What follows belongs to an exercise in optimizing a design on an open flow for small area; a production flow would make more cautious choices. Only simulation tests tie the RTL to the original design; equivalence was not proved. No activity file was given, so power comes from the tool's default toggle rates.

Design SD_TOP, start of the top module:
module SD_TOP(
    input      rst_n,
    input      clk,
    input      SD_MISO,
    output     SD_CK,
    output     SD_MOSI,
    output     SD_CSn
);
function [12:0] dec13(input [12:0] x);
    integer i; reg bw;
    begin
        bw = 1'b1;
        for(i = 0; i < 13; i = i + 1)begin
            dec13[i] = x[i] ^ bw;
            bw       = bw & ~x[i];
        end
    end
endfunction
function [5:0] dec6(input [5:0] x);
    integer i; reg bw;
    begin
        bw = 1'b1;
        for(i = 0; i < 6; i = i + 1)begin
            dec6[i] = x[i] ^ bw;
            bw      = bw & ~x[i];
        end
    end
endfunction
function [3:0] dec4(input [3:0] x);
    integer i; reg bw;
    begin
        bw = 1'b1;
        for(i = 0; i < 4; i = i + 1)begin
            dec4[i] = x[i] ^ bw;
            bw      = bw & ~x[i];
        end
    end
endfunction
function [2:0] inc3(input [2:0] x);
    begin
        inc3 = {x[2] ^ (x[1] & x[0]), x[1] ^ x[0], ~x[0]};
    end
endfunction
reg [3:0] dv;
always@(posedge clk or negedge rst_n)begin
    if(!rst_n) dv <= 4'd0;
    else       dv <= dec4(dv);
end
wire rise = (dv == 4'd0);
wire fall = (dv == 4'd8);
assign SD_CK = dv[3];
localparam C0    = 5'd0,   
           W01   = 5'd1,   
           C8    = 5'd2,   
           WA    = 5'd3,   
           C55   = 5'd4,   
           C55W  = 5'd5,   
           A41   = 5'd6,   
           A41W  = 5'd7,   
           C17   = 5'd8,   
           RRESP = 5'd9,   
           RDUM  = 5'd10,  
           RREAD = 5'd11,  
           C24   = 5'd16,  
           WCW   = 5'd17,  
           WCP   = 5'd18,  
           WDATA = 5'd24,  
           WDATF = 5'd25,  
           WDUM  = 5'd26,  
           WFIRE = 5'd27;  
localparam [47:0] CMD0   = {8'h40,8'h00,8'h00,8'h00,8'h00,8'h95};
  ...
Size: roughly 36 flip-flops.
Settings: LEC_CHECK=0, ABC_AREA=1, CAP_MARGIN=20, CORE_MARGIN=2, CORE_UTILIZATION=65, PLACE_DENSITY=0.75, SLEW_MARGIN=20; clock period 10.0 ns.
standard.sh (not shown) runs the stock make flow with config.mk's settings and CLKGATE_MAP_FILE= SYNTH_SCRIPT=/design/flow/synth_recipe.tcl, a recipe that flattens the netlist after the stock synthesis.
==> flow/flow/run.sh <==
#!/bin/bash
# Standard ORFS layout, except:
# - synthesis maps the logic with an area-oriented ABC script
#   (flow/abc_area.script) and leaves adders to ABC instead of mapping them
#   to half/full-adder cells first; the synthesis script itself
#   (synth_recipe.tcl) and every register are unchanged;
# - the port buffers are buf_1 cells;
# - clock tree synthesis uses clkbuf_4 cells and no dummy loads.
set -euo pipefail
W=$PWD
rm -rf "$W/scripts_area"
cp -r "$FLOW_HOME/scripts" "$W/scripts_area"
cp "$W/flow/abc_area.script" "$W/scripts_area/abc_area.script"
bash standard.sh synth SCRIPTS_DIR="$W/scripts_area" ADDER_MAP_FILE= > "$W/synth.log" 2>&1
bash standard.sh finish \
    "BUFFER_PORTS_ARGS=-buffer_cell sky130_fd_sc_hd__buf_1" \
    "CTS_ARGS=-sink_clustering_enable -repair_clock_nets -dont_use_dummy_load -buf_list sky130_fd_sc_hd__clkbuf_4 -root_buf sky130_fd_sc_hd__clkbuf_4" \
    > "$W/layout.log" 2>&1
==> flow/flow/abc_area.script <==
strash
dc2
&get -n; &deepsyn -T 150; &put
strash; &get -n; &dch -f; &nf -R 1000; &put
strash; &get -n; &dch -f; &nf -R 1000; &put
topo
dnsize
Next try:
--- a/flow/design.v
+++ b/flow/design.v
@@ -69,23 +69,23 @@
            WDUM  = 5'd26,  
            WFIRE = 5'd27;  
 localparam [47:0] CMD0   = {8'h40,8'h00,8'h00,8'h00,8'h00,8'h95};
 localparam [47:0] CMD8   = {8'h48,8'h00,8'h00,8'h01,8'haa,8'h87};
 localparam [47:0] CMD55  = {8'h77,8'h00,8'h00,8'h00,8'h00,8'hff};
 localparam [47:0] ACMD41 = {8'h69,8'h40,8'h00,8'h00,8'h00,8'hff};
 localparam [47:0] CMD17  = {8'h51,8'h00,8'h00,8'h00,8'h00,8'hff};
 localparam [47:0] CMD24  = {8'h58,8'h00,8'h00,8'h00,8'h00,8'hff};
 reg [4:0]  st;
 reg [12:0] mc;    
 reg [5:0]  rc;    
-reg        en,rv;
+reg        rv;
 reg [3:0]  t;     
 reg        mosi,cs;
 reg [48:0] cv;
 always@(*)begin
     case(st)
         C0     : cv = {CMD0  ,1'b1};
         C8     : cv = {CMD8  ,1'b1};
         C55    : cv = {CMD55 ,1'b1};
         A41    : cv = {ACMD41,1'b1};
         C17    : cv = {CMD17 ,1'b1};
         default: cv = {CMD24 ,1'b1};
@@ -100,23 +100,22 @@
 wire [7:0] wbyte = (mc[12] & mc[5])   ? 8'hfe :
                    (mc[12:4] == 9'd1) ? 8'hff : mc[10:3];
 wire wbit = wbyte[mc[2:0]];
 wire p00 = (t == 4'b0111);
 wire pfe = (t == 4'b1111);
 wire b = SD_MISO;
 always@(posedge clk or negedge rst_n)begin
     if(!rst_n)begin
         st   <= C0;
         mc   <= 13'd1073;
         rc   <= 6'd0;
-        en   <= 1'b0;
         rv   <= 1'b0;
         t    <= 4'd0;
         mosi <= 1'b0;
         cs   <= 1'b0;
     end
     else if(fall)begin
         case(st)
             C0,C8,C55,A41,C17,C24:begin
                 cs   <= pre;
                 mosi <= cbit;
                 mc   <= mcd;
@@ -252,46 +251,45 @@
             WFIRE:begin
                 rc <= (|rc) ? dec6(rc) : rc;
                 if(rc == 6'd0) cs <= 1'b1;
             end
             default:;
         endcase
     end
     else if(rise)begin
         case(st[4:3])
             2'b00:begin 
                 if(!mosi)begin
-                    en <= 1'b0;
+                    rc <= 6'd0;
                     t  <= 4'd0;
                 end
-                else if(!b & !en)begin
+                else if(!b & (rc == 6'd0))begin
                     rv   <= 1'b0;
-                    en   <= 1'b1;
-                    rc   <= 6'd47;
+                    rc   <= 6'd48;
                     t[0] <= 1'b1;
                 end
-                else if(en)begin
-                    if(rc != 6'd0)begin
+                else if(rc != 6'd0)begin
+                    if(rc != 6'd1)begin
                         rc <= dec6(rc);
-                        if(rc >= 6'd42)      t[0] <= t[0] & ~b;
-                        else if(rc == 6'd41) begin
+                        if(rc >= 6'd43)      t[0] <= t[0] & ~b;
+                        else if(rc == 6'd42) begin
                             t[1] <= t[0] &  b;
                             t[0] <= t[0] & ~b;
                         end
-                        else if(rc == 6'd20) t[2] <= ~b;
-                        else if(rc == 6'd19 | rc == 6'd18) t[2] <= t[2] & ~b;
-                        else if(rc == 6'd17) t[2] <= t[2] & b;
+                        else if(rc == 6'd21) t[2] <= ~b;
+                        else if(rc == 6'd20 | rc == 6'd19) t[2] <= t[2] & ~b;
+                        else if(rc == 6'd18) t[2] <= t[2] & b;
                     end
                     else begin
                         rv <= 1'b1;
-                        en <= 1'b0;
+                        rc <= 6'd0;
                     end
                 end
                 else rv <= 1'b0;
             end
             2'b01:begin 
                 if(t[3])begin
                     if(t[2:0] == 3'd7) t <= b ? 4'b1000 : 4'b0001;
                     else if(b)         t <= {1'b1, (t[2:0] == 3'd6) ? 3'd6 : inc3(t[2:0])};
                     else               t <= (t[2:0] == 3'd6) ? 4'b1111 : 4'b0000;
                 end
                 else begin
What happened: Cell area is about the same; sequential power is higher by about 4%; combinational power is higher to 2.6 times its value; total power is higher by 7.3%; register-to-register slack gains 160 ps; wire length is higher by 6.5%; non-clock buffer count is higher by 1; via count is higher by 6.0%; first-iteration DRC count is higher by 26%; die area hardly moves; count of clock-buffer cells in the layout stays the same; maximum frequency is higher by 5.9%; worst setup slack gains 230 ps.

== lane 1 ==
SD_TOP, a different RTL version from the one above (not shown whole).
Size: roughly 310 cells after synthesis, about 35 flip-flops, ~6 I/O pins, ~2400 µm² of cells after synthesis.
export LEC_CHECK = 0
export ABC_AREA = 1
export CAP_MARGIN = 20
export CORE_MARGIN = 2
export CORE_UTILIZATION = 65
export PLACE_DENSITY = 0.75
export SLEW_MARGIN = 20
create_clock -name core_clock -period 10.0 [get_ports {clk}]
==> flow/flow/run.sh <==
#!/bin/bash
# Standard ORFS layout, except:
# - synthesis maps the logic with an area-oriented ABC script
#   (flow/abc_area.script, built around two passes of ABC's &deepsyn) and leaves adders to
#   ABC instead of mapping them to half/full-adder cells first. The
#   synthesis script itself (synth_recipe.tcl) and every register are
#   unchanged. &deepsyn is a randomised search, so synthesis runs once per
#   seed, in parallel, and the layout continues from the smallest netlist;
# - the port buffers are buf_1 cells;
# - clock tree synthesis uses clkbuf_4 buffers and no dummy loads.
set -euo pipefail
W=$PWD
SEEDS="1 2 3 4 5 6 7 8"
for wave in "1 2 3 4" "5 6 7 8"; do
    for k in $wave; do
        rm -rf "$W/scripts_$k" "$W/orfs_$k"
        cp -r "$FLOW_HOME/scripts" "$W/scripts_$k"
        sed "s/SEED/$k/" "$W/flow/abc_area.script" > "$W/scripts_$k/abc_area.script"
        ( bash standard.sh synth SCRIPTS_DIR="$W/scripts_$k" ADDER_MAP_FILE= \
              WORK_HOME="$W/orfs_$k" > "$W/synth_$k.log" 2>&1 || true ) &
    done
    wait
done
best=""
bestarea=""
for k in $SEEDS; do
    f="$W/orfs_$k/reports/$FLOW_PLATFORM/SD_TOP/base/synth_stat.txt"
    [[ -f "$W/orfs_$k/results/$FLOW_PLATFORM/SD_TOP/base/1_synth.odb" && -f "$f" ]] || continue
    a=$(grep "Chip area" "$f" | awk '{print $NF}')
    echo "seed $k: synthesised area $a" >> "$W/synth_choice.log"
    if [[ -z "$best" ]] || awk -v a="$a" -v b="$bestarea" 'BEGIN{exit !(a < b)}'; then
        best=$k
        bestarea=$a
    fi
done
echo "using seed $best" >> "$W/synth_choice.log"
rm -rf "$W/orfs"
cp -a "$W/orfs_$best" "$W/orfs"
bash standard.sh finish \
    "BUFFER_PORTS_ARGS=-buffer_cell sky130_fd_sc_hd__buf_1" \
    "CTS_ARGS=-sink_clustering_enable -repair_clock_nets -dont_use_dummy_load -root_buf sky130_fd_sc_hd__clkbuf_4 -tree_buf sky130_fd_sc_hd__clkbuf_8 -buf_list sky130_fd_sc_hd__clkbuf_8" \
    > "$W/layout.log" 2>&1
==> flow/flow/abc_area.script <==
strash
dc2
&get -n; &deepsyn -T 240 -S SEED; &put
strash; &get -n; &dch -f; &nf -R 1000; &put
strash; &get -n; &dch -f; &nf -R 1000; &put
&get -n; &deepsyn -T 120 -S 1SEED; &put
strash; &get -n; &dch -f; &nf -R 1000; &put
topo
dnsize
Here is what was changed in the inputs of lane 2 compared with lane 1.
--- a/flow/design.v
+++ b/flow/design.v
@@ -70,24 +70,24 @@
            WFIRE = 5'd31;  
 localparam [47:0] CMD0   = {8'h40,8'h00,8'h00,8'h00,8'h00,8'h95};
 localparam [47:0] CMD8   = {8'h48,8'h00,8'h00,8'h01,8'haa,8'h87};
 localparam [47:0] CMD55  = {8'h77,8'h00,8'h00,8'h00,8'h00,8'hff};
 localparam [47:0] ACMD41 = {8'h69,8'h40,8'h00,8'h00,8'h00,8'hff};
 localparam [47:0] CMD17  = {8'h51,8'h00,8'h00,8'h00,8'h00,8'hff};
 localparam [47:0] CMD24  = {8'h58,8'h00,8'h00,8'h00,8'h00,8'hff};
 reg [4:0]  st;
 localparam [12:0] MK = 13'd1073;
 reg [12:0] mcx;
 wire [12:0] mc = mcx ^ MK;
-reg [5:0]  rc;    
-reg        rv;
+reg [5:0]  rc;
+wire       rv = (rc == 6'd63);
 reg [3:0]  t;     
 reg        mosi,cs;
 reg [48:0] cv;
 always@(*)begin
     case(st)
         C0     : cv = {CMD0  ,1'b1};
         C8     : cv = {CMD8  ,1'b1};
         C55    : cv = {CMD55 ,1'b1};
         A41    : cv = {ACMD41,1'b1};
         C17    : cv = {CMD17 ,1'b1};
         default: cv = {CMD24 ,1'b1};
@@ -103,23 +103,22 @@
 wire [7:0] wbyte = (mc[12] & mc[5])   ? 8'hfe :
                    (mc[12:4] == 9'd1) ? 8'hff : mc[10:3];
 wire wbit = wbyte[mc[2:0]];
 wire p00 = (t == 4'b0111);
 wire pfe = (t == 4'b1111);
 wire b = SD_MISO;
 always@(posedge clk or negedge rst_n)begin
     if(!rst_n)begin
         st   <= C0;
         mcx  <= 13'd0;
         rc   <= 6'd0;
-        rv   <= 1'b0;
         t    <= 4'd0;
         mosi <= 1'b0;
         cs   <= 1'b0;
     end
     else if(fall)begin
         case(st)
             C0,C8,C55,A41,C17,C24:begin
                 cs   <= pre;
                 mosi <= cbit;
                 mcx   <= (mcd) ^ MK;
                 if(!pre)begin
@@ -231,23 +230,23 @@
                 else if(!mz) mcx <= (mcd) ^ MK;
                 else begin
                     st <= C24;
                     mcx <= (13'd49) ^ MK;
                 end
             end
             WCP:begin
                 if(!mz) mcx <= (mcd) ^ MK;
                 else begin
                     st   <= WDATA;
                     mcx   <= (13'd4135) ^ MK;
-                    rv   <= 1'b0;
+                    rc   <= 6'd39;
                     cs   <= 1'b1;
                     mosi <= 1'b1;
                 end
             end
             WDATA,WDATF:begin
                 cs <= 1'b0;
                 if(mc[12:4] == 9'd0)begin
                     mosi <= 1'b1;
                     st   <= (st == WDATF | rv) ? WFIRE : WDUM;
                 end
                 else begin
@@ -267,74 +266,67 @@
             WFIRE:begin
                 rc <= (|rc) ? dec6(rc) : rc;
                 if(rc == 6'd0) cs <= 1'b1;
             end
             default:;
         endcase
     end
     else if(rise)begin
         case(st[4:3])
             2'b00:begin 
                 if(!mosi)begin
-                    rc <= 6'd0;
+                    rc <= rv ? 6'd63 : 6'd0;
                     t  <= 4'd0;
                 end
-                else if(!b & (rc == 6'd0))begin
-                    rv   <= 1'b0;
+                else if(!b & ((rc == 6'd0) | rv))begin
                     rc   <= 6'd48;
                     t[0] <= 1'b1;
                 end
-                else if(rc != 6'd0)begin
+                else if((rc != 6'd0) & ~rv)begin
                     if(rc != 6'd1)begin
                         rc <= dec6(rc);
                         if(rc >= 6'd43)      t[0] <= t[0] & ~b;
                         else if(rc == 6'd42) begin
                             t[1] <= t[0] &  b;
                             t[0] <= t[0] & ~b;
                         end
                         else if(rc == 6'd21) t[2] <= ~b;
                         else if(rc == 6'd20 | rc == 6'd19) t[2] <= t[2] & ~b;
                         else if(rc == 6'd18) t[2] <= t[2] & b;
                     end
-                    else begin
-                        rv <= 1'b1;
-                        rc <= 6'd0;
-                    end
+                    else rc <= 6'd63;
                 end
-                else rv <= 1'b0;
+                else rc <= 6'd0;
             end
             2'b01:begin 
                 if(t[3])begin
                     if(t[2:0] == 3'd7) t <= b ? 4'b1000 : 4'b0001;
                     else if(b)         t <= {1'b1, (t[2:0] == 3'd6) ? 3'd6 : inc3(t[2:0])};
                     else               t <= (t[2:0] == 3'd6) ? 4'b1111 : 4'b0000;
                 end
                 else begin
                     if(b) t <= 4'b1000;
                     else  t <= {1'b0, (t[2:0] == 3'd7) ? 3'd7 : inc3(t[2:0])};
                 end
             end
             2'b10:begin 
                 if(!mosi | b) t <= 4'd0;
                 else          t <= {1'b0, (t[2:0] == 3'd7) ? 3'd7 : inc3(t[2:0])};
                 if(st == WCW & mosi & !b & (t[2:0] == 3'd7)) t[3] <= 1'b1;
             end
             default:begin 
                 if(st == WDATA | st == WDUM)begin
-                    if(!mosi)begin
-                        t  <= 4'd3;
-                        rv <= 1'b0;
-                    end
+                    if(!mosi) t <= 4'd3;
                     else if(t[3])begin
                         if(!b) t <= 4'd8;
-                        else if(t[2:0] == 3'd7) rv <= 1'b1; 
+                        else if(t[2:0] == 3'd7) rc <= 6'd63; 
                         else t <= {t[3], inc3(t[2:0])};
                     end
                     else begin
                         case(t[2:0])
                             3'd0: t <= b ? 4'd1 : 4'd0;
                             3'd1: t <= b ? 4'd2 : 4'd0;
                             3'd2: t <= b ? 4'd3 : 4'd0;
                             3'd3: t <= b ? 4'd3 : 4'd4;
                             3'd4: t <= b ? 4'd1 : 4'd5;
                             3'd5: t <= b ? 4'd6 : 4'd0;
                             3'd6: t <= b ? 4'd2 : 4'd7;
[summary]
From lane 1 to lane 2 the numbers moved as follows: die footprint has increased, total power consumption of the routed design went down by about 9%. Lane 2 has final non-filler cell area above what lane 1 had. Setup skew after layout (lane 2 over lane 1): increase, 4.8 ps. Power share of the clock group on lane 2 is up relative to lane 1. Lane 2 vs. lane 1: via count went up by 22. Lane 2 has critical path depth above what lane 1 had. Of lane 2 and lane 1, the run reporting the lower final estimated routing congestion in global placement was lane 2. Per the comparison of lane 2 with lane 1, number of sequential cells went down; non-clock buffer count up 1. The final cell count of lane 2 is higher than that of lane 1.

==> port drivers added, routing unchanged <==
The results above use ideal ports. As a check the final layouts listed here were re-extracted and re-timed, cells and wires unchanged.
Step 1 (the two cells are an assumption about what drives the block):
set clk [get_ports {clk}]
set_driving_cell -lib_cell sky130_fd_sc_hd__clkbuf_16 $clk
set_driving_cell -lib_cell sky130_fd_sc_hd__buf_2 [delete_from_list [all_inputs] $clk]
Step 2 moves the port delays by t, midway between the first and last clock arrival at a register: inputs arrive t later, outputs are due t later. That takes back most of the time a late clock gives input paths.
Three values: no drivers, after step 1, after step 2; two values: the first two.
run	t, ns	setup WS [ns]	worst register clock-pin slew, ns
the first run of note 1	0.357	5.847 / 5.850 / 5.493	0.11 / 0.11
the second run of note 1	0.348	6.080 / 6.080 / 5.962	0.10 / 0.10
lane 1	0.350	6.293 / 6.293 / 6.293	0.11 / 0.11
lane 2	0.371	5.762 / 5.770 / 5.398	0.13 / 0.13
After both steps every run listed still meets setup and hold. The setup slack of lane 2, which loses most, moves by +0.008 ns with the drivers and by -0.364 ns with both steps.
